This is an optimization exercise on Yosys and OpenROAD, whose aim is small area, not a production implementation.
In this exercise RTL edits were held to simulation tests only and were not proved equivalent to the original.
No activity file was given, so power comes from the tool's default toggle rates.

`run.sh`:
```
#!/bin/bash
# synth_recipe.tcl (not shown) runs the flow's synth.tcl, then flattens the netlist and writes it again
# the make line also repeats each setting of config.mk as NAME=value (left out here)
make -C /OpenROAD-flow-scripts/flow DESIGN_CONFIG=/design/flow/config.mk WORK_HOME=/design/flow/orfs CLKGATE_MAP_FILE= SYNTH_SCRIPT=/design/flow/synth_recipe.tcl finish
```
`config.mk`:
```
export PLATFORM = sky130hd
export DESIGN_NAME = top
export DESIGN_NICKNAME = top
export VERILOG_FILES = /design/flow/design.v
export SDC_FILE = /design/flow/constraint.sdc
export NUM_CORES = 4
export LEC_CHECK = 0
export ABC_AREA = 1
export CAP_MARGIN = 20
export CORE_MARGIN = 2
export CORE_UTILIZATION = 60
export CTS_BUF_LIST = sky130_fd_sc_hd__clkbuf_4
export SLEW_MARGIN = 20
```
`constraint.sdc`:
```
create_clock -name core_clock -period 3.8 [get_ports {clk}]
set_input_delay 0.7600 -clock core_clock [delete_from_list [all_inputs] [get_ports {clk}]]
set_output_delay 0.7600 -clock core_clock [all_outputs]
set_load 0.01 [all_outputs]
```
`design.v`:
```
`timescale 1ns / 1ps
module alu #
(
     parameter DATA_WIDTH = 8,
     parameter ADDR_WIDTH = 4
)
(
     input [DATA_WIDTH-1:0]a_in_temp,
     input [DATA_WIDTH-1:0]b_in_temp,
     input ena, enb,
     input [ADDR_WIDTH-1:0]opcode_temp,
     output [DATA_WIDTH-1:0]data_out_temp,
     output carry_out_temp
);
 wire [3:0] op = opcode_temp;
 reg asel, bsel, yinv, cin, ce, lp, lg;
 always @(*) begin
   case (op)
     4'd0:  {asel,bsel,yinv,cin,ce,lp,lg} = 7'b1000110;
     4'd1:  {asel,bsel,yinv,cin,ce,lp,lg} = 7'b1100110;
     4'd2:  {asel,bsel,yinv,cin,ce,lp,lg} = 7'b1101110;
     4'd3:  {asel,bsel,yinv,cin,ce,lp,lg} = 7'b1111110;
     4'd4:  {asel,bsel,yinv,cin,ce,lp,lg} = 7'b1110110;
     4'd5:  {asel,bsel,yinv,cin,ce,lp,lg} = 7'b1001110;
     4'd6:  {asel,bsel,yinv,cin,ce,lp,lg} = 7'b1010110;
     4'd7:  {asel,bsel,yinv,cin,ce,lp,lg} = 7'b0100110;
     4'd8:  {asel,bsel,yinv,cin,ce,lp,lg} = 7'b1100011;
     4'd9:  {asel,bsel,yinv,cin,ce,lp,lg} = 7'b1100010;
     4'd10: {asel,bsel,yinv,cin,ce,lp,lg} = 7'b1100001;
     4'd11: {asel,bsel,yinv,cin,ce,lp,lg} = 7'b1010010;
     default: {asel,bsel,yinv,cin,ce,lp,lg} = 7'b0000000;
   endcase
 end
 wire [DATA_WIDTH-1:0] a = a_in_temp & {DATA_WIDTH{asel & ena}};
 wire [DATA_WIDTH-1:0] y = (b_in_temp & {DATA_WIDTH{bsel & enb}}) ^ {DATA_WIDTH{yinv}};
 wire [DATA_WIDTH-1:0] p = a ^ y;
 wire [DATA_WIDTH-1:0] g = a & y;
 wire [DATA_WIDTH:0] c;
 assign c[0] = cin;
 genvar k;
 generate
   for (k = 0; k < DATA_WIDTH; k = k + 1) begin : chain
     assign c[k+1] = ce & (g[k] | (p[k] & c[k]));
   end
 endgenerate
 assign data_out_temp = ((p & {DATA_WIDTH{lp}}) | (g & {DATA_WIDTH{lg}})) ^ c[DATA_WIDTH-1:0];
 assign carry_out_temp = c[DATA_WIDTH] ^ yinv;
endmodule
`timescale 1ns / 1ps
module memory #
(
 parameter DATA_WIDTH = 8,
 parameter ADDR_WIDTH = 4
)
(
 input clk,
 input CS,wr_en,
 input [DATA_WIDTH-1:0] data_in,
 input [ADDR_WIDTH-1:0] addr_in,
 output reg [DATA_WIDTH-1:0] temp_reg,
 output rd
);
 wire wr = CS & wr_en;
 assign rd = CS & ~wr_en;
 reg [16*DATA_WIDTH-1:0] mem;
 wire [15:0] sel;
 genvar w;
 generate
   for (w = 0; w < 16; w = w + 1) begin : word
     assign sel[w] = (addr_in == w);
     always @(posedge clk)
       if (wr & sel[w])
         mem[w*DATA_WIDTH +: DATA_WIDTH] <= data_in;
   end
 endgenerate
 reg [DATA_WIDTH-1:0] rdata;
 integer i;
 always @(*) begin
   rdata = {DATA_WIDTH{1'b0}};
   for (i = 0; i < 16; i = i + 1)
     rdata = rdata | ({DATA_WIDTH{sel[i]}} & mem[i*DATA_WIDTH +: DATA_WIDTH]);
 end
 always @(posedge clk)
   if (rd)
     temp_reg <= rdata;
endmodule
`timescale 1ns / 1ps
module top #
(
 parameter DATA_WIDTH = 8,
 parameter ADDR_WIDTH = 4
)
(
 input clk,
 input reset_n,
 input [ADDR_WIDTH-1:0]opcode_in,
 input CS_0,CS_1,
 input wr_en_0,wr_en_1,
 input [ADDR_WIDTH-1:0]addr_in_0,addr_in_1,
 input [DATA_WIDTH-1:0]a_in,
 input [DATA_WIDTH-1:0]b_in,
 output reg carry_out,
 output reg [DATA_WIDTH-1:0]result_out
);
 wire [DATA_WIDTH-1:0]data_out_0,data_out_1;
 wire rd_0, rd_1;
 wire [DATA_WIDTH-1:0]data_out_temp;
 wire carry_out_temp;
 reg [ADDR_WIDTH-1:0]opcode_temp;
 memory ram_0(
     .clk(clk),
     .CS(CS_0),
     .wr_en(wr_en_0),
     .data_in(a_in),
     .addr_in(addr_in_0),
     .temp_reg(data_out_0),
     .rd(rd_0)
);
 memory ram_1(
     .clk(clk),
     .CS(CS_1),
     .wr_en(wr_en_1),
     .data_in(b_in),
     .addr_in(addr_in_1),
     .temp_reg(data_out_1),
     .rd(rd_1)
);
 always@(posedge clk,negedge reset_n)
 begin
    if(!reset_n)
        opcode_temp <= 4'd0;
    else
        opcode_temp <= opcode_in;
 end
 alu alu0(
     .a_in_temp(data_out_0),
     .b_in_temp(data_out_1),
     .ena(rd_0),
     .enb(rd_1),
     .opcode_temp(opcode_temp),
     .data_out_temp(data_out_temp),
     .carry_out_temp(carry_out_temp)
);
always@(posedge clk,negedge reset_n)
 begin
    if(!reset_n)
        {carry_out,result_out} <= 0;
    else
        {carry_out,result_out} <= {carry_out_temp,data_out_temp};
 end
endmodule
```
==> results of run 1 <==
[routing by layer]
layer / routed length (µm) / global-route usage / up-vias
met2: 10800 / 0.369 / 301
li1: - / - / 3269
met5: 0 / 0 / -
met4: 423 / 0.0872 / 0
met1: 10400 / 0.366 / 3362
met3: 2100 / 0.0687 / 38
[kinds of logic after synthesis]
family / synth area share
flops: 0.762
simple gates: 0.110
compound gates: 0.0813
buf+inv: 0.0243
fa+ha+maj: 0.0157
xor+xnor: 0.00629
[cells in the mapped netlist, types with 3 or more instances]
cell type | instances | area share
sky130_fd_sc_hd__nand3_1 | 28 | 0.013
sky130_fd_sc_hd__a22o_1 | 16 | 0.013
sky130_fd_sc_hd__a221oi_1 | 50 | 0.039
sky130_fd_sc_hd__inv_1 | 57 | 0.019
sky130_fd_sc_hd__edfxtp_1 | 272 | 0.73
sky130_fd_sc_hd__ha_1 | 14 | 0.016
sky130_fd_sc_hd__xor2_1 | 8 | 0.0063
sky130_fd_sc_hd__dfrtp_1 | 13 | 0.029
sky130_fd_sc_hd__nor2_1 | 68 | 0.023
sky130_fd_sc_hd__nand4_1 | 23 | 0.013
sky130_fd_sc_hd__nand2_1 | 118 | 0.040
sky130_fd_sc_hd__a32o_1 | 4 | 0.0036
sky130_fd_sc_hd__o21ai_0 | 22 | 0.0099
sky130_fd_sc_hd__clkbuf_1 | 3 | 0.0010
sky130_fd_sc_hd__a21oi_1 | 17 | 0.0076
sky130_fd_sc_hd__nand2_2 | 15 | 0.0084
sky130_fd_sc_hd__a31oi_1 | 7 | 0.0039
sky130_fd_sc_hd__nor3_1 | 21 | 0.0094
sky130_fd_sc_hd__a211oi_1 | 3 | 0.0020
[through the flow]
step                      setup WS (ns)  area [µm²]  total power, µW
after detailed placement          0.308       12000             3950
after global routing              0.112       12900             6560
after CTS                         0.478       12900             6360
after global placement            0.395       12000             3940
final                             0.501       12900             6300
after floorplan                   0.606       11100             3760
[critical path, stage by stage, from the launching register on]
cell	delay, ns
sky130_fd_sc_hd__dfrtp_1	0.45
sky130_fd_sc_hd__inv_1	0.09
sky130_fd_sc_hd__ha_1	0.28
sky130_fd_sc_hd__o211ai_1	0.51
sky130_fd_sc_hd__nand4_1	0.18
sky130_fd_sc_hd__xor2_1	0.19
sky130_fd_sc_hd__ha_1	0.33
sky130_fd_sc_hd__nand3_2	0.09
sky130_fd_sc_hd__nand2_2	0.09
sky130_fd_sc_hd__nand2_2	0.05
sky130_fd_sc_hd__nand2_2	0.08
sky130_fd_sc_hd__nand2_2	0.05
sky130_fd_sc_hd__nand2_2	0.07
sky130_fd_sc_hd__nand2_2	0.05
sky130_fd_sc_hd__nand2_2	0.08
sky130_fd_sc_hd__nand2_2	0.05
sky130_fd_sc_hd__nand2_2	0.08
sky130_fd_sc_hd__nand2_2	0.05
sky130_fd_sc_hd__nand2_2	0.07
sky130_fd_sc_hd__nand3_2	0.07
sky130_fd_sc_hd__nand2_2	0.09
sky130_fd_sc_hd__nand2_2	0.06
sky130_fd_sc_hd__nand3_1	0.07
sky130_fd_sc_hd__nand2_1	0.05
[cell type report]
type                    instances  area [µm²]  area share
flip-flops and latches        285        8490       0.659
multi-input cells             424        2380       0.184
clock buffers                 102         766      0.0594
repair buffers                 70         631      0.0489
well taps                     229         287      0.0222
inverters                      60         251      0.0195
clock inverters                16        87.6     0.00679
[worst paths after layout]
check	slack (ns)	cells past startpoint	from	endpoint
setup / recovery	0.50	23	opcode_temp[1]	carry_out
setup reg to reg	0.50	23	opcode_temp[1]	carry_out
hold reg to reg	0.54	2	ram_1.mem[106]	ram_1.temp_reg[2]
min in group core_clock	0.54	2	ram_1.mem[106]	ram_1.temp_reg[2]
hold / removal	0.48	1	reset_n	result_out[3]
max in group asynchronous	2.92	1	reset_n	opcode_temp[0]
[power groups by stage]
stage	Sequential (µW)	Combinational, µW	Clock, µW
5_1_grt	3520	405	2630
6_report	3520	370	2410
3_3_place_gp	3580	359	0
4_1_cts	3520	368	2470
3_5_place_dp	3590	366	0
2_1_floorplan	3590	173	0
==> flow_summary.ini, run 1 <==
[outcome]
run_status = complete, no violations

[pwr]
switching_share = 0.218
sequentialPowerShare = 0.559
internal_power_uw = 4920
clock_power_share = 0.383
comb_power_share = 0.059
max-vdd-ir-drop_mv = 0.297
power_switching_uw = 1380
static-leakage-power_uw = 0.00456
power.density_mw_per_mm2 = 489

[die]
num_rows = 49
die-area_mm2 = 0.0197
die_h_um = 140
core_region_area_mm2 = 0.0181
top_level_ports = 43
die_width_um = 140
starting_density_of_the_core = 0.616

[yosys]
mappedNetlistNets = 821
synth-edff-count = 272
synth-seq-cells = 285
ys.flop_type = sky130_fd_sc_hd__edfxtp_1
postSynthAreaPerCell_um2 = 14.4
synth-warning-count = 3
yosys.cell_types.count = 30
async_flop_share = 0.0456
synth-seq-area-share = 0.762
mapped_cells = 773
syn-cell-area_mm2 = 0.0111

[route]
detail_route.drc_violations = 0
dr.first_iter.drc_count = 581
via_count = 6970
drt-vias-per-instance = 5.88
postRouteAntennaNets = 0
drt_first_pass_iters = 5
avgRoutedWirePerCell_um = 20.1
routed_wirelength_mm = 23.8

[clock_network]
tritoncts = done
cts_post_setup_buffers_inserted = 0
post_cts_resized = 0
cts_made_buffers = 72
clkTransAtPathRegs_ns = 0.07
cts.sinks = 285
ctsRootBufferMaster = sky130_fd_sc_hd__clkbuf_4
cts_hold_buf = 0
ctsHtreeMaxLevel = 3
clkLatencyLatePin_ns = 0.66
cts_buffer_depth = 3

[place]
dpl.hpwl_mm = 15.9
buffer_ports.inserted = 42
place.gp.congestion = 0.830
post-place-cells = 1068

[final_layout]
design.final.nets = 961
area_growth_pct = 15.7
insertedDiodeCount = 0
num-fill-cells = 1236
reg_top3 = ram_0.mem x128, ram_1.mem x128
final_util = 0.713
final_common_cell = sky130_fd_sc_hd__edfxtp_1
instances_no_fill = 1186
post_route_cells_drive_above_1_share = 0.163
leading_cell_types_in_the_layout_fill_and_taps_excluded = sky130_fd_sc_hd__edfxtp_1, sky130_fd_sc_hd__nand2_1, sky130_fd_sc_hd__clkbuf_4

[timing]
worst_hold_slack_ns = 0.485
max_slew.worst_pin.slew_ns = 0.798
totalNegativeSetupSlack_ns = 0
period_minus_slack_ns = 3.30
final_max_slew_viol_count = 0
maxClockFrequency_mhz = 303
grt_setup_unrepaired = false
report.final.hold_viol_count = 0
slew_headroom = 0.466
timing.final.setup_violations = 0
clock_skew_ns = 0.0285
post-route-period-util = 0.868

[global_routing]
number_of_global_route_vias_before_repair = 6890
grt_max_degree = 29
grt_use_total = 0.250
grt_pass1_wl_mm = 36.8
antenna_violations_before_repair = 0
grt_overflow_total = 0

[worst_setup_path]
crit_end_element = flip-flop
crit_required_ns = 4.33
cp_data_arrival_time_ns = 3.83
setup.worst_path.start_class = flip-flop
timing.setup.critical_path_class = flip-flop to flip-flop
cp_max_fo = 8

[job]
maxCapViolCount = 0

[worst_hold_path]
hold_class = primary input to asynchronous set/reset pin
==> run 2, diff against run 1 <==
--- a/config.mk
+++ b/config.mk
@@ -8,6 +8,5 @@
 export ABC_AREA = 1
 export CAP_MARGIN = 20
 export CORE_MARGIN = 2
-export CORE_UTILIZATION = 60
-export CTS_BUF_LIST = sky130_fd_sc_hd__clkbuf_4
+export CORE_UTILIZATION = 40
 export SLEW_MARGIN = 20
==> flow_summary.ini, run 2 <==
[clock_network]
cts_made_buffers = 29
cts_post_setup_buffers_inserted = 0
ctsHtreeMaxLevel = 1
cts.sinks = 285
tritoncts = done
clkTransAtPathRegs_ns = 0.06
cts_buffer_depth = 3
ctsRootBufferMaster = sky130_fd_sc_hd__clkbuf_16
post_cts_resized = 0
clkLatencyLatePin_ns = 0.55
cts_hold_buf = 0

[global_routing]
grt_overflow_total = 0
grt_pass1_wl_mm = 36.0
antenna_violations_before_repair = 0
number_of_global_route_vias_before_repair = 6323
grt_max_degree = 29
grt_use_total = 0.163

[place]
pre_cts_ws_ns = 0.305
buffer_ports.inserted = 42
place.gp.congestion = 0.792
dpl.hpwl_mm = 15.6

[pwr]
power.density_mw_per_mm2 = 504
clock_power_share = 0.415
max-vdd-ir-drop_mv = 0.415
power_switching_uw = 1400
static-leakage-power_uw = 0.00453
switching_share = 0.210
internal_power_uw = 5250
sequentialPowerShare = 0.529
comb_power_share = 0.055

[final_layout]
design.final.nets = 924
post_route_cells_drive_above_1_share = 0.111
final_common_cell = sky130_fd_sc_hd__edfxtp_1
reg_top3 = ram_0.mem x128, ram_1.mem x128
insertedDiodeCount = 0
area_growth_pct = 18.5
num-fill-cells = 2450
leading_cell_types_in_the_layout_fill_and_taps_excluded = sky130_fd_sc_hd__edfxtp_1, sky130_fd_sc_hd__nand2_1, sky130_fd_sc_hd__nor2_1

[timing]
maxClockFrequency_mhz = 324
period_minus_slack_ns = 3.09
report.final.hold_viol_count = 0
slew_headroom = 0.471
fin_ws_ns = 0.712
final_max_slew_viol_count = 0
max_slew.worst_pin.slew_ns = 0.791
grt_setup_unrepaired = false
totalNegativeSetupSlack_ns = 0
post-route-period-util = 0.813
timing.final.setup_violations = 0
clock_skew_ns = 0.0152
worst_hold_slack_ns = 0.546

[yosys]
postSynthAreaPerCell_um2 = 14.4
synth-seq-cells = 285
async_flop_share = 0.0456
mappedNetlistNets = 821
synth-edff-count = 272
synth_largest_area_cell = sky130_fd_sc_hd__edfxtp_1
synth_largest_type_area_fraction = 0.733
synthTopCellsByArea = sky130_fd_sc_hd__edfxtp_1, sky130_fd_sc_hd__nand2_1, sky130_fd_sc_hd__a221oi_1
synthMostInstantiatedCell = sky130_fd_sc_hd__edfxtp_1
synth-seq-area-share = 0.762
synth-warning-count = 3
mapped_cells = 773
yosys.cell_types.count = 30
ys.flop_type = sky130_fd_sc_hd__edfxtp_1
syn-cell-area_mm2 = 0.0111
synth_common_cells = sky130_fd_sc_hd__edfxtp_1, sky130_fd_sc_hd__nand2_1, sky130_fd_sc_hd__nor2_1

[worst_hold_path]
hold_path.startpoint = ram_1.mem[106]
hold_class = flip-flop to flip-flop
worstHoldEndpoint = ram_1.temp_reg[2]
min_delay_path_depth = 2

[worst_setup_path]
startpoint_of_the_worst_slack_reg_to_reg_timing_path = opcode_temp[1]
timing.setup.critical_path_class = flip-flop to flip-flop
timing.critical_path.slowest_stage_cell = sky130_fd_sc_hd__dfrtp_1
crit_required_ns = 4.23
crit_end_element = flip-flop
rrSetupSlack_ns = 0.71
setup.worst_path.start_class = flip-flop
cp_max_fo = 8
regToRegEndpoint = carry_out
worst_path_largest_cell_delay_ns = 0.45
critPathMostFrequentCell = sky130_fd_sc_hd__nand2_2
timing.reg2reg.worst_path_depth = 25
cp_data_arrival_time_ns = 3.52

[outcome]
run_status = complete, no violations

[route]
drt-vias-per-instance = 5.11
dr.first_iter.drc_count = 466
met3_length_mm = 1.23
avgRoutedWirePerCell_um = 18.5
via_count = 6526
postRouteAntennaNets = 0
detail_route.drc_violations = 0
routed_wirelength_mm = 23.6
highest_routed_layer = met4
wirelength_met1_mm = 11.0
wl_met2_mm = 11.0
drt_first_pass_iters = 7

[job]
maxCapViolCount = 0

[die]
starting_density_of_the_core = 0.403
core_region_area_mm2 = 0.0276
top_level_ports = 43
num_rows = 61
die_h_um = 171
die-area_mm2 = 0.0292
die_width_um = 171
-- run 2: cell counts after synthesis --
Identical to the previous run, type by type.
-- run 2: final cells by class --
type / count / area (µm²) / share of cell area
flip-flops and latches: 285 / 8490 / 0.643
multi-input cells: 424 / 2380 / 0.180
clock buffers: 36 / 752 / 0.0569
repair buffers: 76 / 676 / 0.0512
well taps: 378 / 473 / 0.0358
inverters: 60 / 251 / 0.0190
clock inverters: 17 / 183 / 0.0138
-- run 2: critical path, delay by kind of cell (launching register included) --
family | cells | cell delay [ns]
compound gates | 1 | 0.09
fa+ha+maj | 2 | 0.52
flops | 1 | 0.45
simple gates | 19 | 1.46
buf+inv | 2 | 0.27
xor+xnor | 1 | 0.17
-- run 2: routing by layer --
metal	vias up	global-route usage
met2	160	0.258
met3	36	0.0250
li1	3148	-
met5	-	0
met4	0	0.0357
met1	3182	0.240
-- run 2: how the worst max path moves through the flow --
| stage | startpoint | end | cells past startpoint |
|---|---|---|---|
| finish | opcode_temp[1] | carry_out | 25 |
| global route | opcode_temp[1] | carry_out | 26 |
| global placement | CS_1 | carry_out | 23 |
| CTS | opcode_temp[1] | carry_out | 25 |
| floorplan | CS_1 | carry_out | 22 |
| detailed placement | CS_1 | carry_out | 23 |
-- run 2: cell families after synthesis --
group | after synthesis | synth area share
AND/OR/NAND/NOR | 279 | 0.110
flip-flops | 285 | 0.762
XOR/XNOR | 8 | 0.00629
adder cells (fa/ha/maj) | 14 | 0.0157
buffers and inverters | 64 | 0.0243
AO/OA/AOI/OAI | 123 | 0.0813
-- run 2: stage by stage --
stage	util	instance area [µm²]	total power, µW	cells
6_report	0.478	13200	6650	1276
5_1_grt	0.478	13200	6870	1276
4_1_cts	0.478	13200	6710	1276
3_5_place_dp	0.444	12300	3960	1223
3_3_place_gp	0.444	12300	3950	1223
2_1_floorplan	-	11100	3760	773
-- run 2: power by group through the flow --
stage / logic [µW] / clock network [µW] / registers (µW)
floorplan: 173 / 0 / 3590
global placement: 367 / 0 / 3590
detailed placement: 372 / 0 / 3590
CTS: 374 / 2820 / 3520
global route: 409 / 2930 / 3520
finish: 369 / 2760 / 3520
==> run 3, diff against run 2 <==
==> flow/run.sh (new file) <==
#!/bin/bash
# Own layout flow: the standard ORFS flow (standard.sh) with
#  - synthesis through synth_own.tcl (standard synthesis, own ABC mapping script),
#  - port buffers of buf_2 instead of the resizer's default pick,
#  - clock tree of clkbuf_8 leaf clusters, without dummy loads.
# All tool output goes to standard.log here; ORFS keeps its per-step logs in orfs/logs.
set -euo pipefail
F=$PWD/flow
bash standard.sh \
  SYNTH_SCRIPT=$F/synth_own.tcl \
  CORE_UTILIZATION=60 \
  CAP_MARGIN=0 SLEW_MARGIN=0 \
  "BUFFER_PORTS_ARGS=-buffer_cell sky130_fd_sc_hd__buf_2" \
  "CTS_ARGS=-sink_clustering_enable -repair_clock_nets -dont_use_dummy_load -buf_list sky130_fd_sc_hd__clkbuf_8 -sink_clustering_size 20 -sink_clustering_max_diameter 60" \
  finish > standard.log 2>&1
==> flow/abc_own.script (new file) <==
&get -n
&st
&dch -f
&nf -R 2000 -C 32
&put
==> flow/synth_own.tcl (new file) <==
set own_abc_script [file join [file dirname [file normalize [info script]]] abc_own.script]
proc synth {args} { yosys synth -nofsm -noshare {*}$args }
proc abc {args} {
  global own_abc_script
  set i [lsearch -exact $args -script]
  if { $i >= 0 } { lset args [expr {$i + 1}] $own_abc_script }
  yosys abc {*}$args
}
source $::env(SCRIPTS_DIR)/synth.tcl
# left out here: clear keep_hierarchy, flatten, clean up, hide names made inside functions, write 1_2_yosys.v
==> standard.sh (new file) <==
#!/bin/bash
# synth_recipe.tcl (not shown) runs the flow's synth.tcl, then flattens the netlist and writes it again
# the make line also repeats each setting of config.mk as NAME=value (left out here)
make -C /OpenROAD-flow-scripts/flow DESIGN_CONFIG=/design/flow/config.mk WORK_HOME=/design/flow/orfs CLKGATE_MAP_FILE= SYNTH_SCRIPT=/design/flow/synth_recipe.tcl "${@:-finish}"
--- a/config.mk
+++ b/config.mk
@@ -5,7 +5,6 @@
 export SDC_FILE = /design/flow/constraint.sdc
 export NUM_CORES = 4
 export LEC_CHECK = 0
-export ABC_AREA = 1
 export CAP_MARGIN = 20
 export CORE_MARGIN = 2
 export CORE_UTILIZATION = 40
removed: run.sh
==> flow_summary.ini, run 3 <==
[outcome]
run_status = complete, no violations

[place]
placement_cell_area_mm2 = 0.0114
buffer_ports.inserted = 42
dpl.hpwl_mm = 14.4
pre_cts_ws_ns = 0.0632
place.gp.congestion = 0.889
post-place-cells = 894

[timing]
period_minus_slack_ns = 3.57
timing.final.setup_violations = 0
slew_headroom = 0.397
max_slew.worst_pin.slew_ns = 0.897
post-route-period-util = 0.940
report.final.hold_viol_count = 0
grt_setup_unrepaired = false
fin_ws_ns = 0.228
maxClockFrequency_mhz = 280
totalNegativeSetupSlack_ns = 0
final_max_slew_viol_count = 0
clock_skew_ns = 0.0458

[final_layout]
post_route_cells_drive_above_1_share = 0.132
leading_cell_types_in_the_layout_fill_and_taps_excluded = sky130_fd_sc_hd__edfxtp_1, sky130_fd_sc_hd__a222oi_1, sky130_fd_sc_hd__nand2_1
design.final.nets = 738
area_growth_pct = 9.13
instances_no_fill = 913
insertedDiodeCount = 0
reg_top3 = ram_0.mem x128, ram_1.mem x128
num-fill-cells = 1198
area_taken_by_flip_flops_and_latches_mm2 = 0.00849
finalInstanceArea_mm2 = 0.0116
final_common_cell = sky130_fd_sc_hd__edfxtp_1
multiInputGateArea_mm2 = 0.00218

[global_routing]
grt_max_degree = 21
grt_pass1_wl_mm = 32.7
antenna_violations_before_repair = 0
grt_use_total = 0.237
number_of_global_route_vias_before_repair = 5899
grt_overflow_total = 0

[pwr]
max-vdd-ir-drop_mv = 0.358
sequentialPowerShare = 0.684
power.density_mw_per_mm2 = 441
switching_share = 0.209
total_power_uw = 5140
clock_power_share = 0.252
power_switching_uw = 1080
static-leakage-power_uw = 0.00393
internal_power_uw = 4070
comb_power_share = 0.064

[yosys]
postSynthAreaPerCell_um2 = 17.8
synthTopCellsByArea = sky130_fd_sc_hd__edfxtp_1, sky130_fd_sc_hd__a222oi_1, sky130_fd_sc_hd__dfrtp_1
synth_largest_area_cell = sky130_fd_sc_hd__edfxtp_1
synth-seq-area-share = 0.796
mappedNetlistNets = 647
mapped_cells = 599
ys.flop_type = sky130_fd_sc_hd__edfxtp_1
synth_largest_type_area_fraction = 0.765
synth-warning-count = 3
synth-edff-count = 272
syn-cell-area_mm2 = 0.0107
synth_common_cells = sky130_fd_sc_hd__edfxtp_1, sky130_fd_sc_hd__a222oi_1, sky130_fd_sc_hd__nand2_1
synthMostInstantiatedCell = sky130_fd_sc_hd__edfxtp_1
synth-seq-cells = 285
yosys.cell_types.count = 26
async_flop_share = 0.0456

[die]
die_h_um = 137
top_level_ports = 43
starting_density_of_the_core = 0.615
die_width_um = 137
die-area_mm2 = 0.0189
core_region_area_mm2 = 0.0174
num_rows = 48

[clock_network]
tritoncts = done
cts_hold_buf = 0
ctsRootBufferMaster = sky130_fd_sc_hd__clkbuf_8
ctsHtreeMaxLevel = 1
clkLatencyLatePin_ns = 0.53
cts_post_setup_buffers_inserted = 0
cts.sinks = 285
post_cts_resized = 0
cts_buffer_depth = 3
clkTransAtPathRegs_ns = 0.10
cts_made_buffers = 19

[route]
via_count = 6010
detail_route.drc_violations = 0
postRouteAntennaNets = 0
avgRoutedWirePerCell_um = 23.8
drt-vias-per-instance = 6.58
routed_wirelength_mm = 21.7
dr.first_iter.drc_count = 796
drt_first_pass_iters = 7

[worst_setup_path]
setup.worst_path.start_class = flip-flop
crit_end_element = flip-flop
cp_data_arrival_time_ns = 3.93
cp_max_fo = 4
crit_required_ns = 4.16
timing.setup.critical_path_class = flip-flop to flip-flop

[worst_hold_path]
hold_class = primary input to asynchronous set/reset pin

[job]
maxCapViolCount = 0
## run 3: cell count changes after synthesis, moves of 10 or more
cell,delta
sky130_fd_sc_hd__a222oi_1,+56
sky130_fd_sc_hd__o21ai_0,-17
sky130_fd_sc_hd__nand2_2,-15
sky130_fd_sc_hd__nand2_1,-66
sky130_fd_sc_hd__a221oi_1,-34
sky130_fd_sc_hd__nand3_1,-26
sky130_fd_sc_hd__nor2_1,-44
sky130_fd_sc_hd__a21oi_1,-10
sky130_fd_sc_hd__and3_1,+41
sky130_fd_sc_hd__inv_1,-57
## run 3: metrics by stage
stage	hold slack [ns]	utilization
final	0.116	0.671
after global routing	0.119	0.671
after CTS	0.0942	0.671
after detailed placement	0.524	0.656
after global placement	0.531	0.656
after floorplan	0.464	-
## run 3: power by group through the flow
stage | clock network [µW] | registers [µW] | logic [µW]
finish | 1300 | 3520 | 327
global route | 1430 | 3520 | 359
CTS | 1340 | 3520 | 327
detailed placement | 0 | 3590 | 326
global placement | 0 | 3590 | 318
floorplan | 0 | 3590 | 145
## run 3: layout make-up
cell class	instances	area share
Clock buffer	19	0.0225
Inverter	3	0.000967
Sequential cell	285	0.729
Tap cell	225	0.0242
Timing Repair Buffer	70	0.0361
Multi-Input combinational cell	311	0.187
## run 3: final timing paths
check,startpoint,endpoint,slack (ns),depth (start not counted)
setup / recovery,opcode_temp[0],result_out[7],0.23,19
hold / removal,reset_n,result_out[5],0.12,1
setup reg to reg,opcode_temp[0],result_out[7],0.23,19
hold reg to reg,ram_0.mem[101],ram_0.temp_reg[5],0.54,2
max in group asynchronous,reset_n,result_out[6],3.45,1
min in group core_clock,opcode_in[3],opcode_temp[3],0.38,1
## run 3: cells by family after synthesis
logic type	count (synthesis)	synth area share
AO/OA/AOI/OAI	113	0.0926
XOR/XNOR	9	0.00739
adder cells (fa/ha/maj)	14	0.0164
buffers and inverters	3	0.00106
AND/OR/NAND/NOR	174	0.0857
flip-flops	285	0.796
multiplexers	1	0.000938
## run 3: per-layer routing
metal,part of all wire,wire [µm],GRT usage
met1,0.41,8880,0.345
met2,0.50,10800,0.388
met3,0.076,1640,0.0316
met4,0.019,414,0.0584
met5,0,0,0
## run 3: critical path: stages (launching register included)
cell and delay, ns:
sky130_fd_sc_hd__dfrtp_1 0.43, sky130_fd_sc_hd__clkinv_1 0.15, sky130_fd_sc_hd__ha_1 0.31, sky130_fd_sc_hd__nand2_1 0.07, sky130_fd_sc_hd__nand3_1 0.09, sky130_fd_sc_hd__a21oi_2 0.14
sky130_fd_sc_hd__nand2_1 0.08, sky130_fd_sc_hd__xor2_1 0.14, sky130_fd_sc_hd__ha_1 0.32, sky130_fd_sc_hd__a21o_1 0.17, sky130_fd_sc_hd__a21o_1 0.19, sky130_fd_sc_hd__a21o_1 0.20
sky130_fd_sc_hd__a21o_1 0.19, sky130_fd_sc_hd__a21o_1 0.20, sky130_fd_sc_hd__a21oi_1 0.15, sky130_fd_sc_hd__nor2_1 0.08, sky130_fd_sc_hd__a21oi_1 0.14, sky130_fd_sc_hd__nor2_1 0.08
sky130_fd_sc_hd__a221oi_1 0.25, sky130_fd_sc_hd__a21oi_1 0.07
==> run 4, diff against run 3 <==
--- a/flow/run.sh
+++ b/flow/run.sh
@@ -11,5 +11,5 @@
   CORE_UTILIZATION=60 \
   CAP_MARGIN=0 SLEW_MARGIN=0 \
   "BUFFER_PORTS_ARGS=-buffer_cell sky130_fd_sc_hd__buf_2" \
-  "CTS_ARGS=-sink_clustering_enable -repair_clock_nets -dont_use_dummy_load -buf_list sky130_fd_sc_hd__clkbuf_8 -sink_clustering_size 20 -sink_clustering_max_diameter 60" \
+  "CTS_ARGS=-sink_clustering_enable -repair_clock_nets -dont_use_dummy_load -buf_list sky130_fd_sc_hd__clkbuf_4 -sink_clustering_size 12 -sink_clustering_max_diameter 50" \
   finish > standard.log 2>&1
==> flow_summary.ini, run 4 <==
[worst_setup_path]
setup.worst_path.start_class = flip-flop
cp_data_arrival_time_ns = 4.08
crit_required_ns = 4.32
rrSetupSlack_ns = 0.24
startpoint_of_the_worst_slack_reg_to_reg_timing_path = opcode_temp[0]
timing.reg2reg.worst_path_depth = 20
cp_max_fo = 3
timing.setup.critical_path_class = flip-flop to flip-flop
crit_end_element = flip-flop
regToRegEndpoint = carry_out

[timing]
clock_skew_ns = 0.0411
report.final.hold_viol_count = 0
final_max_slew_viol_count = 0
maxClockFrequency_mhz = 281
worst_hold_slack_ns = 0.210
post-route-period-util = 0.937
totalNegativeSetupSlack_ns = 0
timing.final.setup_violations = 0
slew_headroom = 0.406
max_slew.worst_pin.slew_ns = 0.884
grt_setup_unrepaired = false
period_minus_slack_ns = 3.56

[worst_hold_path]
min_delay_path_depth = 1
hold_class = primary input to flip-flop
worstHoldEndpoint = opcode_temp[0]
hold_path.startpoint = opcode_in[0]

[global_routing]
grt_max_degree = 17
use_met2 = 0.385
antenna_violations_before_repair = 1
grt_util_met3 = 0.0353
number_of_global_route_vias_before_repair = 5952
grtUsageMet1 = 0.345
top_usage_layer = met2
grt_pass1_wl_mm = 32.9
grt_overflow_total = 0
grt_use_total = 0.238

[die]
top_level_ports = 43
die_h_um = 137
core_region_area_mm2 = 0.0174
starting_density_of_the_core = 0.615
die-area_mm2 = 0.0189
die_width_um = 137
num_rows = 48

[final_layout]
final_common_cell = sky130_fd_sc_hd__edfxtp_1
area_growth_pct = 8.92
multiInputGateArea_mm2 = 0.00218
area_taken_by_flip_flops_and_latches_mm2 = 0.00849
reg_top3 = ram_0.mem x128, ram_1.mem x128
instances_no_fill = 926
leading_cell_types_in_the_layout_fill_and_taps_excluded = sky130_fd_sc_hd__edfxtp_1, sky130_fd_sc_hd__a222oi_1, sky130_fd_sc_hd__nand2_1
num-fill-cells = 1212
post_route_cells_drive_above_1_share = 0.147
final_util = 0.670
design.final.nets = 750

[pwr]
power.density_mw_per_mm2 = 432
static-leakage-power_uw = 0.00394
max-vdd-ir-drop_mv = 0.328
total_power_uw = 5020

[place]
buffer_ports.inserted = 42
place.gp.congestion = 0.889
post-place-cells = 894
dpl.hpwl_mm = 14.4

[yosys]
synth_largest_area_cell = sky130_fd_sc_hd__edfxtp_1
synth-seq-area-share = 0.796
synth_common_cells = sky130_fd_sc_hd__edfxtp_1, sky130_fd_sc_hd__a222oi_1, sky130_fd_sc_hd__nand2_1
mappedNetlistNets = 647
ys.flop_type = sky130_fd_sc_hd__edfxtp_1
synth-seq-cells = 285
syn-cell-area_mm2 = 0.0107
mapped_cells = 599
synth-edff-count = 272
yosys.cell_types.count = 26
synth_largest_type_area_fraction = 0.765
async_flop_share = 0.0456
synthTopCellsByArea = sky130_fd_sc_hd__edfxtp_1, sky130_fd_sc_hd__a222oi_1, sky130_fd_sc_hd__dfrtp_1
synthMostInstantiatedCell = sky130_fd_sc_hd__edfxtp_1
postSynthAreaPerCell_um2 = 17.8
synth-warning-count = 3

[clock_network]
ctsHtreeMaxLevel = 1
ctsRootBufferMaster = sky130_fd_sc_hd__clkbuf_4
tritoncts = done
cts.sinks = 285
clkLatencyLatePin_ns = 0.67
cts_buffer_depth = 3
cts_made_buffers = 28
clkTransAtPathRegs_ns = 0.12

[outcome]
run_status = complete, no violations

[route]
drt_first_pass_iters = 8
drt-vias-per-instance = 6.57
avgRoutedWirePerCell_um = 23.5
via_count = 6080
postRouteAntennaNets = 0
routed_wirelength_mm = 21.8
dr.first_iter.drc_count = 794
detail_route.drc_violations = 0

[job]
maxCapViolCount = 0
-- run 4: cell type report --
| cell class | instances | area share |
|---|---|---|
| Timing Repair Buffer | 73 | 0.0383 |
| Antenna cell | 1 | 0.000215 |
| Multi-Input combinational cell | 311 | 0.187 |
| Tap cell | 225 | 0.0242 |
| Sequential cell | 285 | 0.731 |
| Inverter | 3 | 0.000969 |
| Clock buffer | 28 | 0.0181 |
-- run 4: per-layer routing --
metal  share of wire  up-vias  wire (µm)
li1                -     2767          -
met3           0.071       38       1540
met5               0        -          0
met2            0.49      221      10600
met1            0.42     3054       9090
met4           0.023        0        500
-- run 4: repair_timing --
action	CTS	global route
hold buffers	1	0
endpoints found under the hold margin	13	0
setup buffers	0	2
setup endpoints to repair	0	1
gates resized for setup	0	1
-- run 4: metrics by stage --
stage | cell area [µm²] | worst slack [ns]
after global placement | 11400 | 0.114
after floorplan | 10700 | 0.0634
after CTS | 11600 | 0.192
final | 11600 | 0.238
after global routing | 11600 | 0.0552
after detailed placement | 11400 | 0.0632
-- run 4: worst max path at each step --
| stage | startpoint | end | cells past startpoint | slack [ns] |
|---|---|---|---|---|
| 2_1_floorplan | CS_1 | carry_out | 18 | 0.06 |
| 3_3_place_gp | wr_en_1 | carry_out | 19 | 0.11 |
| 3_5_place_dp | wr_en_1 | carry_out | 19 | 0.06 |
| 4_1_cts | opcode_temp[0] | carry_out | 20 | 0.19 |
| 5_1_grt | opcode_temp[0] | carry_out | 20 | 0.06 |
| 6_report | opcode_temp[0] | carry_out | 20 | 0.24 |
-- run 4: cell families (layout without fill, tap and decap cells) --
logic type               count (synthesis)  in the layout  share of synthesized area
flip-flops                             285            285                      0.796
AND/OR/NAND/NOR                        174            174                     0.0857
AO/OA/AOI/OAI                          113            113                     0.0926
adder cells (fa/ha/maj)                 14             14                     0.0164
XOR/XNOR                                 9              9                    0.00739
buffers and inverters                    3            104                    0.00106
multiplexers                             1              1                   0.000938
other                                    0              1                          0
-- run 4: where the power goes --
group / leakage (µW) / total [µW] / switching (µW) / internal [µW]
sequential: 0.00262 / 3520 / 17.7 / 3500
combinational: 0.00119 / 330 / 214 / 116
clock: 0.000129 / 1180 / 839 / 339
total: 0.00394 / 5020 / 1070 / 3950
-- run 4: worst max-delay path, cell delays in order, from the launching register on --
cell and delay (ns):
sky130_fd_sc_hd__dfrtp_1 0.41, sky130_fd_sc_hd__clkinv_1 0.14, sky130_fd_sc_hd__ha_1 0.30, sky130_fd_sc_hd__nand2_1 0.07, sky130_fd_sc_hd__nand3_1 0.09, sky130_fd_sc_hd__a21oi_2 0.14, sky130_fd_sc_hd__nand2_1 0.08, sky130_fd_sc_hd__xor2_1 0.14
sky130_fd_sc_hd__ha_1 0.32, sky130_fd_sc_hd__a21o_1 0.17, sky130_fd_sc_hd__a21o_1 0.19, sky130_fd_sc_hd__a21o_1 0.21, sky130_fd_sc_hd__a21o_1 0.19, sky130_fd_sc_hd__a21o_1 0.20, sky130_fd_sc_hd__a21oi_1 0.15, sky130_fd_sc_hd__nor2_1 0.08
sky130_fd_sc_hd__a21oi_1 0.14, sky130_fd_sc_hd__nor2_1 0.08, sky130_fd_sc_hd__a21oi_1 0.14, sky130_fd_sc_hd__nor2_1 0.07, sky130_fd_sc_hd__xnor2_1 0.12
==> run 5, diff against run 4 <==
--- a/design.v
+++ b/design.v
@@ -63,23 +63,28 @@
  wire wr = CS & wr_en;
  assign rd = CS & ~wr_en;
  reg [16*DATA_WIDTH-1:0] mem;
- wire [15:0] sel;
+ wire [DATA_WIDTH-1:0] m [0:15];
+ wire [DATA_WIDTH-1:0] s [0:15];
+ wire [3:0] lo = 4'b0001 << addr_in[1:0];
+ wire [3:0] hi = 4'b0001 << addr_in[3:2];
  genvar w;
  generate
    for (w = 0; w < 16; w = w + 1) begin : word
-     assign sel[w] = (addr_in == w);
+     wire sel = lo[w % 4] & hi[w / 4];
+     assign m[w] = mem[w*DATA_WIDTH +: DATA_WIDTH];
+     assign s[w] = {DATA_WIDTH{sel}};
      always @(posedge clk)
-       if (wr & sel[w])
+       if (wr & sel)
          mem[w*DATA_WIDTH +: DATA_WIDTH] <= data_in;
    end
  endgenerate
- reg [DATA_WIDTH-1:0] rdata;
- integer i;
- always @(*) begin
-   rdata = {DATA_WIDTH{1'b0}};
-   for (i = 0; i < 16; i = i + 1)
-     rdata = rdata | ({DATA_WIDTH{sel[i]}} & mem[i*DATA_WIDTH +: DATA_WIDTH]);
- end
+ wire [DATA_WIDTH-1:0] n0 = ~((s[0]  & m[0])  | (s[1]  & m[1])  | (s[2]  & m[2]));
+ wire [DATA_WIDTH-1:0] n1 = ~((s[3]  & m[3])  | (s[4]  & m[4])  | (s[5]  & m[5]));
+ wire [DATA_WIDTH-1:0] n2 = ~((s[6]  & m[6])  | (s[7]  & m[7])  | (s[8]  & m[8]));
+ wire [DATA_WIDTH-1:0] n3 = ~((s[9]  & m[9])  | (s[10] & m[10]) | (s[11] & m[11]));
+ wire [DATA_WIDTH-1:0] n4 = ~((s[12] & m[12]) | (s[13] & m[13]) | (s[14] & m[14]));
+ wire [DATA_WIDTH-1:0] n5 = ~(s[15] & m[15]);
+ wire [DATA_WIDTH-1:0] rdata = ~(n0 & n1 & n2 & n3 & n4 & n5);
  always @(posedge clk)
    if (rd)
      temp_reg <= rdata;
--- a/flow/run.sh
+++ b/flow/run.sh
@@ -8,7 +8,7 @@
 F=$PWD/flow
 bash standard.sh \
   SYNTH_SCRIPT=$F/synth_own.tcl \
-  CORE_UTILIZATION=60 \
+  CORE_UTILIZATION=60 GPL_TIMING_DRIVEN=0 \
   CAP_MARGIN=0 SLEW_MARGIN=0 \
   "BUFFER_PORTS_ARGS=-buffer_cell sky130_fd_sc_hd__buf_2" \
   "CTS_ARGS=-sink_clustering_enable -repair_clock_nets -dont_use_dummy_load -buf_list sky130_fd_sc_hd__clkbuf_4 -sink_clustering_size 12 -sink_clustering_max_diameter 50" \
==> flow_summary.ini, run 5 <==
[yosys]
mappedNetlistNets = 621
syn-cell-area_mm2 = 0.0106
synthTopCellsByArea = sky130_fd_sc_hd__edfxtp_1, sky130_fd_sc_hd__a222oi_1, sky130_fd_sc_hd__and3_1
synthMostInstantiatedCell = sky130_fd_sc_hd__edfxtp_1
mapped_cells = 573
synth-edff-count = 272
synth-seq-cells = 285
synth-seq-area-share = 0.804
synth_largest_type_area_fraction = 0.773
synth_largest_area_cell = sky130_fd_sc_hd__edfxtp_1
synth_common_cells = sky130_fd_sc_hd__edfxtp_1, sky130_fd_sc_hd__a222oi_1, sky130_fd_sc_hd__and3_1
async_flop_share = 0.0456
ys.flop_type = sky130_fd_sc_hd__edfxtp_1
synth-warning-count = 3
postSynthAreaPerCell_um2 = 18.4
yosys.cell_types.count = 22

[worst_setup_path]
timing.reg2reg.worst_path_depth = 20
cp_data_arrival_time_ns = 4.12
setup.worst_path.start_class = flip-flop
cp_max_fo = 3
crit_end = carry_out
cp-startpoint = opcode_temp[0]
startpoint_of_the_worst_slack_reg_to_reg_timing_path = opcode_temp[0]
regToRegEndpoint = carry_out
crit_required_ns = 4.29
crit_end_element = flip-flop
timing.setup.critical_path_class = flip-flop to flip-flop
rrSetupSlack_ns = 0.17

[route]
postRouteAntennaNets = 0
routed_wirelength_mm = 21.4
dr.first_iter.drc_count = 768
drt_first_pass_iters = 9
via_count = 5851
drt-vias-per-instance = 6.67
detail_route.drc_violations = 0
avgRoutedWirePerCell_um = 24.3

[die]
top_level_ports = 43
core_region_area_mm2 = 0.0172
die_width_um = 137
num_rows = 48
starting_density_of_the_core = 0.613
die-area_mm2 = 0.0187
die_h_um = 137

[final_layout]
leading_cell_types_in_the_layout_fill_and_taps_excluded = sky130_fd_sc_hd__edfxtp_1, sky130_fd_sc_hd__a222oi_1, sky130_fd_sc_hd__and3_1
post_route_cells_drive_above_1_share = 0.141
design.final.nets = 701
reg_top3 = ram_0.mem x128, ram_1.mem x128
final_common_cell = sky130_fd_sc_hd__edfxtp_1
area_growth_pct = 8.06
num-fill-cells = 1183

[clock_network]
cts_buffer_depth = 3
clkLatencyLatePin_ns = 0.69
cts_made_buffers = 29
cts.sinks = 285
tritoncts = done
ctsRootBufferMaster = sky130_fd_sc_hd__clkbuf_4
ctsHtreeMaxLevel = 1
clkTransAtPathRegs_ns = 0.08

[place]
buffer_ports.inserted = 42
place.gp.congestion = 0.806
dpl.hpwl_mm = 13.5

[timing]
clock_skew_ns = 0.0732
report.final.hold_viol_count = 0
post-route-period-util = 0.955
maxClockFrequency_mhz = 275
max_slew.worst_pin.slew_ns = 1.15
worst_hold_slack_ns = 0.263
timing.final.setup_violations = 0
period_minus_slack_ns = 3.63
final_max_slew_viol_count = 0
slew_headroom = 0.227

[global_routing]
antenna_violations_before_repair = 1
grt_use_total = 0.232
grt_pass1_wl_mm = 31.7
number_of_global_route_vias_before_repair = 5717
grt_overflow_total = 0
grt_max_degree = 18

[pwr]
static-leakage-power_uw = 0.00378
max-vdd-ir-drop_mv = 0.313
power.density_mw_per_mm2 = 440
total_power_uw = 5020

[worst_hold_path]
hold_class = primary input to flip-flop

[outcome]
run_status = complete, no violations

[job]
maxCapViolCount = 0
[run 5: layout make-up]
| cell class | count | area [µm²] | share of cell area |
|---|---|---|---|
| clock buffer | 29 | 218 | 0.0191 |
| sequential | 285 | 8490 | 0.744 |
| multi-input combinational | 284 | 2140 | 0.187 |
| timing repair buffer | 49 | 269 | 0.0236 |
| tap | 225 | 282 | 0.0246 |
| inverter | 4 | 18.8 | 0.00164 |
| antenna | 1 | 2.50 | 0.000219 |
[run 5: power by group]
part | leakage (µW) | internal (µW) | total (µW) | switching [µW]
Combinational | 0.00103 | 108 | 322 | 215
Clock | 0.000133 | 350 | 1190 | 835
Sequential | 0.00262 | 3500 | 3520 | 17.2
Total | 0.00378 | 3960 | 5020 | 1070
[run 5: logic make-up after synthesis]
group           share of synthesized area
buf+inv                           0.00142
simple gates                       0.0748
mux                              0.000947
fa+ha+maj                          0.0166
compound gates                     0.0953
xor+xnor                          0.00746
flops                               0.804
[run 5: critical path: stages (launching register included)]
cell and delay (ns):
sky130_fd_sc_hd__dfrtp_1 0.40, sky130_fd_sc_hd__inv_2 0.06, sky130_fd_sc_hd__ha_1 0.30, sky130_fd_sc_hd__nand2_1 0.10, sky130_fd_sc_hd__nand3_2 0.10, sky130_fd_sc_hd__a31oi_4 0.20
sky130_fd_sc_hd__nand2_2 0.09, sky130_fd_sc_hd__xor2_2 0.22, sky130_fd_sc_hd__ha_4 0.24, sky130_fd_sc_hd__a21o_1 0.18, sky130_fd_sc_hd__a21o_1 0.20, sky130_fd_sc_hd__a21o_1 0.21
sky130_fd_sc_hd__a21o_1 0.21, sky130_fd_sc_hd__a21o_1 0.21, sky130_fd_sc_hd__a21oi_1 0.14, sky130_fd_sc_hd__nor2_1 0.08, sky130_fd_sc_hd__a21oi_1 0.15, sky130_fd_sc_hd__nor2_1 0.08
sky130_fd_sc_hd__a21oi_1 0.14, sky130_fd_sc_hd__nor2_1 0.07, sky130_fd_sc_hd__xnor2_1 0.14
[run 5: through the flow]
| stage | worst slack, ns | util | TNS, ns | instance area (µm²) | cells |
|---|---|---|---|---|---|
| after floorplan | 0.00716 | - | 0 | 10600 | 573 |
| after global placement | -0.705 | 0.643 | -1.83 | 11100 | 840 |
| after detailed placement | -0.750 | 0.643 | -2.18 | 11100 | 840 |
| after CTS | 0.0278 | 0.658 | 0 | 11300 | 873 |
| after global routing | -0.0558 | 0.663 | -0.0558 | 11400 | 877 |
| final | 0.170 | 0.663 | 0 | 11400 | 877 |
[run 5: worst min-delay path by stage]
stage,start,endpoint,cells past startpoint
detailed placement,ram_0.mem[120],ram_0.temp_reg[0],2
global placement,ram_0.mem[120],ram_0.temp_reg[0],2
finish,opcode_in[3],opcode_temp[3],1
global route,opcode_in[3],opcode_temp[3],1
floorplan,reset_n,carry_out,0
CTS,opcode_in[3],opcode_temp[3],1
[run 5: what timing repair did]
| action | in CTS | in global routing |
|---|---|---|
| endpoints found under the setup margin | 3 | 2 |
| resized for setup | 2 | 13 |
| buffers inserted | 3 | 3 |
| hold buffers | 1 | 0 |
| pin swaps | 0 | 4 |
| endpoints found under the hold margin | 13 | 0 |
[run 5: per-layer routing]
metal / track usage / up-vias / wire [µm]
met5: 0 / - / 0
li1: - / 2663 / -
met4: 0.0625 / 0 / 522
met3: 0.0359 / 36 / 1460
met2: 0.369 / 214 / 10300
met1: 0.340 / 2938 / 9040
==> run 6, diff against run 5 <==
==> flow/run.sh (replaced) <==
#!/bin/bash
# Own layout flow: the standard ORFS flow (standard.sh) with
#  - no timing-driven global placement,
#  - synthesis through synth_own.tcl (standard synthesis, own ABC mapping script),
#  - port buffers of buf_2 instead of the resizer's default pick,
#  - clock tree of clkbuf_4 leaf clusters of up to 10 sinks, without dummy loads.
# All tool output goes to standard.log here; ORFS keeps its per-step logs in orfs/logs.
set -euo pipefail
F=$PWD/flow
bash standard.sh \
  SYNTH_SCRIPT=$F/synth_own.tcl \
  CORE_UTILIZATION=60 GPL_TIMING_DRIVEN=0 \
  CAP_MARGIN=0 SLEW_MARGIN=0 \
  "BUFFER_PORTS_ARGS=-buffer_cell sky130_fd_sc_hd__buf_2" \
  "CTS_ARGS=-sink_clustering_enable -repair_clock_nets -dont_use_dummy_load -buf_list sky130_fd_sc_hd__clkbuf_4 -sink_clustering_size 10 -sink_clustering_max_diameter 40" \
  finish > standard.log 2>&1
==> flow/abc_own.script (replaced) <==
&get -n
&st
&dch -f
&nf -R 2000 -C 32
&put
topo
stime -c
buffer -c
upsize -c
dnsize -c
==> flow_summary.ini, run 6 <==
[yosys]
synthMostInstantiatedCell = sky130_fd_sc_hd__edfxtp_1
ys.flop_type = sky130_fd_sc_hd__edfxtp_1
mappedNetlistNets = 630
synth-seq-area-share = 0.801
synth_common_cells = sky130_fd_sc_hd__edfxtp_1, sky130_fd_sc_hd__a222oi_1, sky130_fd_sc_hd__and3_1
syn-cell-area_mm2 = 0.0106
synth_largest_area_cell = sky130_fd_sc_hd__edfxtp_1
synth-edff-count = 272
synth-warning-count = 3
async_flop_share = 0.0456
synth_largest_type_area_fraction = 0.770
postSynthAreaPerCell_um2 = 18.2
mapped_cells = 582
synthTopCellsByArea = sky130_fd_sc_hd__edfxtp_1, sky130_fd_sc_hd__a222oi_1, sky130_fd_sc_hd__and3_1
synth-seq-cells = 285
yosys.cell_types.count = 26

[final_layout]
final_util = 0.667
reg_top3 = ram_0.mem x128, ram_1.mem x128
final_common_cell = sky130_fd_sc_hd__edfxtp_1
instances_no_fill = 897
multiInputGateArea_mm2 = 0.00213
area_taken_by_flip_flops_and_latches_mm2 = 0.00849
num-fill-cells = 1188
post_route_cells_drive_above_1_share = 0.154
area_growth_pct = 8.69
leading_cell_types_in_the_layout_fill_and_taps_excluded = sky130_fd_sc_hd__edfxtp_1, sky130_fd_sc_hd__a222oi_1, sky130_fd_sc_hd__and3_1
design.final.nets = 721

[route]
drt-vias-per-instance = 6.65
postRouteAntennaNets = 0
drt_first_pass_iters = 6
detail_route.drc_violations = 0
dr.first_iter.drc_count = 755
avgRoutedWirePerCell_um = 24.1
via_count = 5968
routed_wirelength_mm = 21.6

[timing]
worst_hold_slack_ns = 0.258
slew_headroom = 0.154
period_minus_slack_ns = 3.66
final_max_slew_viol_count = 0
post-route-period-util = 0.962
report.final.hold_viol_count = 0
maxClockFrequency_mhz = 274
clock_skew_ns = 0.0510
timing.final.setup_violations = 0
max_slew.worst_pin.slew_ns = 1.26
totalNegativeSetupSlack_ns = 0

[worst_setup_path]
worstPathBufferInverterCount = 1
crit_required_ns = 4.30
crit_end_element = flip-flop
setup.worst_path.start_class = flip-flop
cp_max_fo = 6
worstPathCellList = inv_1 > ha_2 > nand2_1 > nand3_2 > a31oi_4 > nand2_2 > xor2_2 > ha_4 > a21o_1 > a21o_1 > a21o_1 > a21o_1 > a21o_1 > a21oi_1 > nor2_1 > a21oi_1 > nor2_1 > a21oi_1 > nor2_1 > xnor2_1
critical_path.top_delay_family = compound AO/OA/AOI/OAI gates
timing.critical_path.slowest_stage_cell = sky130_fd_sc_hd__dfrtp_2
cp_data_arrival_time_ns = 4.15
critPathMostFrequentCell = sky130_fd_sc_hd__a21o_1
worst_path_largest_cell_delay_ns = 0.45
timing.setup.critical_path_class = flip-flop to flip-flop

[pwr]
static-leakage-power_uw = 0.00386
clock_power_share = 0.256
comb_power_share = 0.064
switching_share = 0.214
power_switching_uw = 1110
max-vdd-ir-drop_mv = 0.279
internal_power_uw = 4060
sequentialPowerShare = 0.680
total_power_uw = 5170
power.density_mw_per_mm2 = 448

[clock_network]
clkLatencyLatePin_ns = 0.63
ctsHtreeMaxLevel = 2
tritoncts = done
cts.sinks = 285
ctsRootBufferMaster = sky130_fd_sc_hd__clkbuf_4
cts_made_buffers = 37
cts_buffer_depth = 3
clkTransAtPathRegs_ns = 0.08

[die]
die_h_um = 137
num_rows = 48
die-area_mm2 = 0.0188
core_region_area_mm2 = 0.0173
top_level_ports = 43
starting_density_of_the_core = 0.613
die_width_um = 137

[place]
dpl.hpwl_mm = 13.8
buffer_ports.inserted = 42
place.gp.congestion = 0.783
post-place-cells = 849

[worst_hold_path]
hold_class = primary input to flip-flop

[global_routing]
number_of_global_route_vias_before_repair = 5812
grt_use_total = 0.236
grt_max_degree = 17
grt_overflow_total = 0
grt_pass1_wl_mm = 31.9
antenna_violations_before_repair = 1

[job]
maxCapViolCount = 0

[outcome]
run_status = complete, no violations
## run 6: area by class of cell
cell class	count	share of cell area
sequential	285	0.737
multi-input combinational	284	0.185
timing repair buffer	52	0.0247
tap	225	0.0244
clock buffer	37	0.0241
buffer	9	0.00347
inverter	4	0.00130
antenna	1	0.000217
## run 6: cell families after synthesis
family          synth area share
mux                     0.000944
buf+inv                  0.00484
simple gates              0.0746
compound gates            0.0950
fa+ha+maj                 0.0165
xor+xnor                 0.00743
flops                      0.801
## run 6: stage by stage
step | cell area [µm²] | setup slack, ns
2_1_floorplan | 10600 | 0.0510
3_3_place_gp | 11100 | -0.505
3_5_place_dp | 11100 | -0.596
4_1_cts | 11400 | 0.000540
5_1_grt | 11500 | -0.00778
6_report | 11500 | 0.145
## run 6: layer usage
metal,wire (µm),global-route usage,vias up
met5,0,0,-
met4,575,0.0808,0
met3,1530,0.0533,45
met2,10400,0.365,228
met1,9160,0.335,2988
li1,-,-,2707
## run 6: final timing paths
check                                     from                end  slack [ns]  cells past startpoint
worst max-delay path            opcode_temp[1]          carry_out        0.14                     20
worst min-delay path              opcode_in[0]     opcode_temp[0]        0.26                      1
worst max register to register  opcode_temp[1]          carry_out        0.14                     20
worst min register to register  ram_0.mem[127]  ram_0.temp_reg[7]        0.52                      2
max in group asynchronous              reset_n     opcode_temp[1]        2.98                      2
min in group asynchronous              reset_n     opcode_temp[2]        0.57                      2
## run 6: repair_timing
| action | in CTS | in global routing |
|---|---|---|
| hold buffers | 1 | 0 |
| resized for setup | 5 | 9 |
| endpoints found under the hold margin | 12 | 0 |
| setup endpoints to repair | 2 | 2 |
| setup buffers | 2 | 6 |
| pin swaps | 0 | 4 |
## run 6: power groups by stage
stage          registers (µW)  clock network [µW]  logic [µW]
2_1_floorplan            3590                   0         152
3_3_place_gp             3580                   0         302
3_5_place_dp             3580                   0         311
4_1_cts                  3510                1360         317
5_1_grt                  3520                1470         362
6_report                 3510                1320         331
==> run 7, diff against run 6 <==
==> flow/abc_own.script (replaced) <==
&get -n
&st
&dch -f
&nf -R 2000 -C 32
&put
==> flow_summary.ini, run 7 <==
[worst_setup_path]
timing.reg2reg.worst_path_depth = 20
worstPathBufferInverterCount = 1
worstPathCellList = buf_2 > nor2b_4 > nand3_2 > a31oi_4 > nand2_2 > xor2_2 > ha_4 > a21o_1 > a21o_1 > a21o_1 > a21o_1 > a21o_1 > a21oi_1 > nor2_1 > a21oi_1 > nor2_1 > a21oi_1 > nor2_1 > xnor2_1
crit_end_element = flip-flop
rrSetupSlack_ns = 0.18
regToRegEndpoint = carry_out
critPathMostFrequentCell = sky130_fd_sc_hd__a21o_1
worst_path_largest_cell_delay_ns = 0.38
crit_required_ns = 4.25
timing.setup.critical_path_class = primary input to flip-flop
timing.critical_path.slowest_stage_cell = sky130_fd_sc_hd__nor2b_4
startpoint_of_the_worst_slack_reg_to_reg_timing_path = opcode_temp[0]
setup.worst_path.start_class = primary input
cp_max_fo = 17
cp_data_arrival_time_ns = 4.09
critical_path.top_delay_family = compound AO/OA/AOI/OAI gates

[yosys]
synthTopCellsByArea = sky130_fd_sc_hd__edfxtp_1, sky130_fd_sc_hd__a222oi_1, sky130_fd_sc_hd__and3_1
synth-edff-count = 272
synth_largest_type_area_fraction = 0.773
synth_largest_area_cell = sky130_fd_sc_hd__edfxtp_1
mapped_cells = 573
yosys.cell_types.count = 22
mappedNetlistNets = 621
synthMostInstantiatedCell = sky130_fd_sc_hd__edfxtp_1
syn-cell-area_mm2 = 0.0106
synth-warning-count = 3
synth-seq-area-share = 0.804
synth-seq-cells = 285
postSynthAreaPerCell_um2 = 18.4
synth_common_cells = sky130_fd_sc_hd__edfxtp_1, sky130_fd_sc_hd__a222oi_1, sky130_fd_sc_hd__and3_1
async_flop_share = 0.0456
ys.flop_type = sky130_fd_sc_hd__edfxtp_1

[clock_network]
cts_hold_buf = 0
cts_buffer_depth = 3
tritoncts = done
clkLatencyLatePin_ns = 0.64
ctsRootBufferMaster = sky130_fd_sc_hd__clkbuf_4
clkTransAtPathRegs_ns = 0.08
ctsHtreeMaxLevel = 2
cts.sinks = 285
cts_made_buffers = 37

[final_layout]
final_util = 0.666
design.final.nets = 708
final_common_cell = sky130_fd_sc_hd__edfxtp_1
finalInstanceArea_mm2 = 0.0115
reg_top3 = ram_0.mem x128, ram_1.mem x128
post_route_cells_drive_above_1_share = 0.152
instances_no_fill = 884
area_growth_pct = 8.54
leading_cell_types_in_the_layout_fill_and_taps_excluded = sky130_fd_sc_hd__edfxtp_1, sky130_fd_sc_hd__a222oi_1, sky130_fd_sc_hd__and3_1

[die]
num_rows = 48
die_width_um = 137
die_h_um = 137
die-area_mm2 = 0.0187
top_level_ports = 43
core_region_area_mm2 = 0.0172
starting_density_of_the_core = 0.613

[route]
avgRoutedWirePerCell_um = 24.4
detail_route.drc_violations = 0
postRouteAntennaNets = 0
dr.first_iter.drc_count = 745
via_count = 5903
wl_met2_mm = 10.4
met3_length_mm = 1.57
routed_wirelength_mm = 21.6
drt_first_pass_iters = 8
highest_routed_layer = met4
wirelength_met1_mm = 9.06
drt-vias-per-instance = 6.68

[global_routing]
grt_max_degree = 18
grt_use_total = 0.236
grt_pass1_wl_mm = 32.0
number_of_global_route_vias_before_repair = 5778
antenna_violations_before_repair = 1
grt_overflow_total = 0

[timing]
timing.final.setup_violations = 0
slew_headroom = 0.200
post-route-period-util = 0.958
report.final.hold_viol_count = 0
totalNegativeSetupSlack_ns = 0
final_max_slew_viol_count = 0
max_slew.worst_pin.slew_ns = 1.19
period_minus_slack_ns = 3.64
maxClockFrequency_mhz = 275
clock_skew_ns = 0.0687

[place]
post-place-cells = 840
buffer_ports.inserted = 42
place.gp.congestion = 0.806
placement_cell_area_mm2 = 0.0111
dpl.hpwl_mm = 13.5

[job]
maxCapViolCount = 0

[pwr]
total_power_uw = 5170
max-vdd-ir-drop_mv = 0.326
static-leakage-power_uw = 0.00382
power.density_mw_per_mm2 = 451

[outcome]
run_status = complete, no violations

[worst_hold_path]
hold_class = primary input to asynchronous set/reset pin
[run 7: cell types whose count changed after synthesis, sizes merged]
cell	before	now
clkbuf	6	0
clkinv	0	4
buf	3	0
inv	4	0
[run 7: kinds of logic (layout without fill, tap and decap cells)]
logic type               count (synthesis)  after routing  synth area share
multiplexers                             1              1          0.000947
AND/OR/NAND/NOR                        150            150            0.0748
AO/OA/AOI/OAI                          110            110            0.0953
adder cells (fa/ha/maj)                 14             14            0.0166
other                                    0              1                 0
buffers and inverters                    4             89           0.00142
XOR/XNOR                                 9              9           0.00746
flip-flops                             285            285             0.804
[run 7: how the worst max path moves through the flow]
stage                   start   endpoint  slack [ns]  cells after the start
2_1_floorplan            CS_1  carry_out       0.007                     18
3_3_place_gp             CS_1  carry_out       -0.70                     19
3_5_place_dp             CS_1  carry_out       -0.75                     19
4_1_cts        opcode_temp[1]  carry_out        0.03                     20
5_1_grt                  CS_1  carry_out       -0.06                     19
6_report                 CS_1  carry_out        0.16                     19
[run 7: layout make-up]
type / instances / area [µm²]
fill: 1181 / 5760
clock buffer: 37 / 278
antenna: 1 / 2.50
inverter: 4 / 18.8
multi-input combinational: 284 / 2140
tap: 225 / 282
timing repair buffer: 48 / 259
sequential: 285 / 8490
[run 7: what timing repair did]
| action | in CTS | in global routing |
|---|---|---|
| resized for setup | 2 | 13 |
| pin swaps | 0 | 4 |
| cloned | 0 | 0 |
| buffers inserted | 3 | 3 |
| endpoints found under the setup margin | 2 | 2 |
[run 7: where the power goes]
group / total, µW / internal [µW] / leakage [µW] / switching (µW)
sequential: 3520 / 3500 / 0.00262 / 17.1
clock: 1340 / 451 / 0.000170 / 885
combinational: 321 / 107 / 0.00103 / 214
total: 5170 / 4060 / 0.00382 / 1120
[run 7: metal layers]
| metal | track usage | vias up |
|---|---|---|
| met2 | 0.371 | 233 |
| met4 | 0.0793 | 0 |
| met3 | 0.0422 | 38 |
| li1 | - | 2681 |
| met1 | 0.341 | 2951 |
| met5 | 0 | - |
[run 7: per-stage QoR]
| step | setup WS, ns | hold WS [ns] |
|---|---|---|
| floorplan | 0.00716 | 0.464 |
| global placement | -0.705 | 0.512 |
| detailed placement | -0.750 | 0.511 |
| CTS | 0.0318 | 0.00790 |
| global route | -0.0560 | 0.0188 |
| finish | 0.160 | 0.0450 |

==> port drivers added, routing unchanged <==
No port has a modelled driver above. Below, the same layouts with a new extraction and two added sets of constraints. Step 1 assumes that a clkbuf_16 drives the clock port and a buf_2 every other input. Step 2 adds t to the input delays and takes it off the output delays; t is the mean of the earliest and latest rising clock arrival at the registers after step 1. Input paths then give back, and output paths get back, about the clock's delay inside the block. Three values: ideal, step 1, step 2; two values: the first two.
run | t (ns) | setup slack, ns | hold slack, ns | worst data-port slew with drivers (ns) | pins driven straight from the clock port
run 1 | 0.676 | 0.501 / 0.501 / 0.303 | 0.485 / 0.473 / 0.543 | 0.04 | 1
run 2 | 0.595 | 0.712 / 0.712 / 0.345 | 0.546 / 0.546 / 0.546 | 0.04 | 1
run 3 | 0.551 | 0.228 / 0.228 / 0.046 | 0.116 / 0.098 / 0.544 | 0.03 | 1
run 4 | 0.687 | 0.238 / 0.238 / 0.046 | 0.210 / 0.190 / 0.551 | 0.03 | 1
run 5 | 0.683 | 0.170 / 0.170 / -0.487 | 0.263 / 0.248 / 0.538 | 0.03 | 1
run 6 | 0.641 | 0.145 / 0.145 / -0.276 | 0.258 / 0.242 / 0.524 | 0.03 | 1
run 7 | 0.645 | 0.160 / 0.180 / -0.465 | 0.045 / 0.028 / 0.546 | 0.03 | 1
With both steps, setup timing fails in run 5, run 6 and run 7, where it was met with ideal ports. For run 5, which loses most, drivers alone change the setup slack by 0.000 ns; drivers and shift together by -0.657 ns.
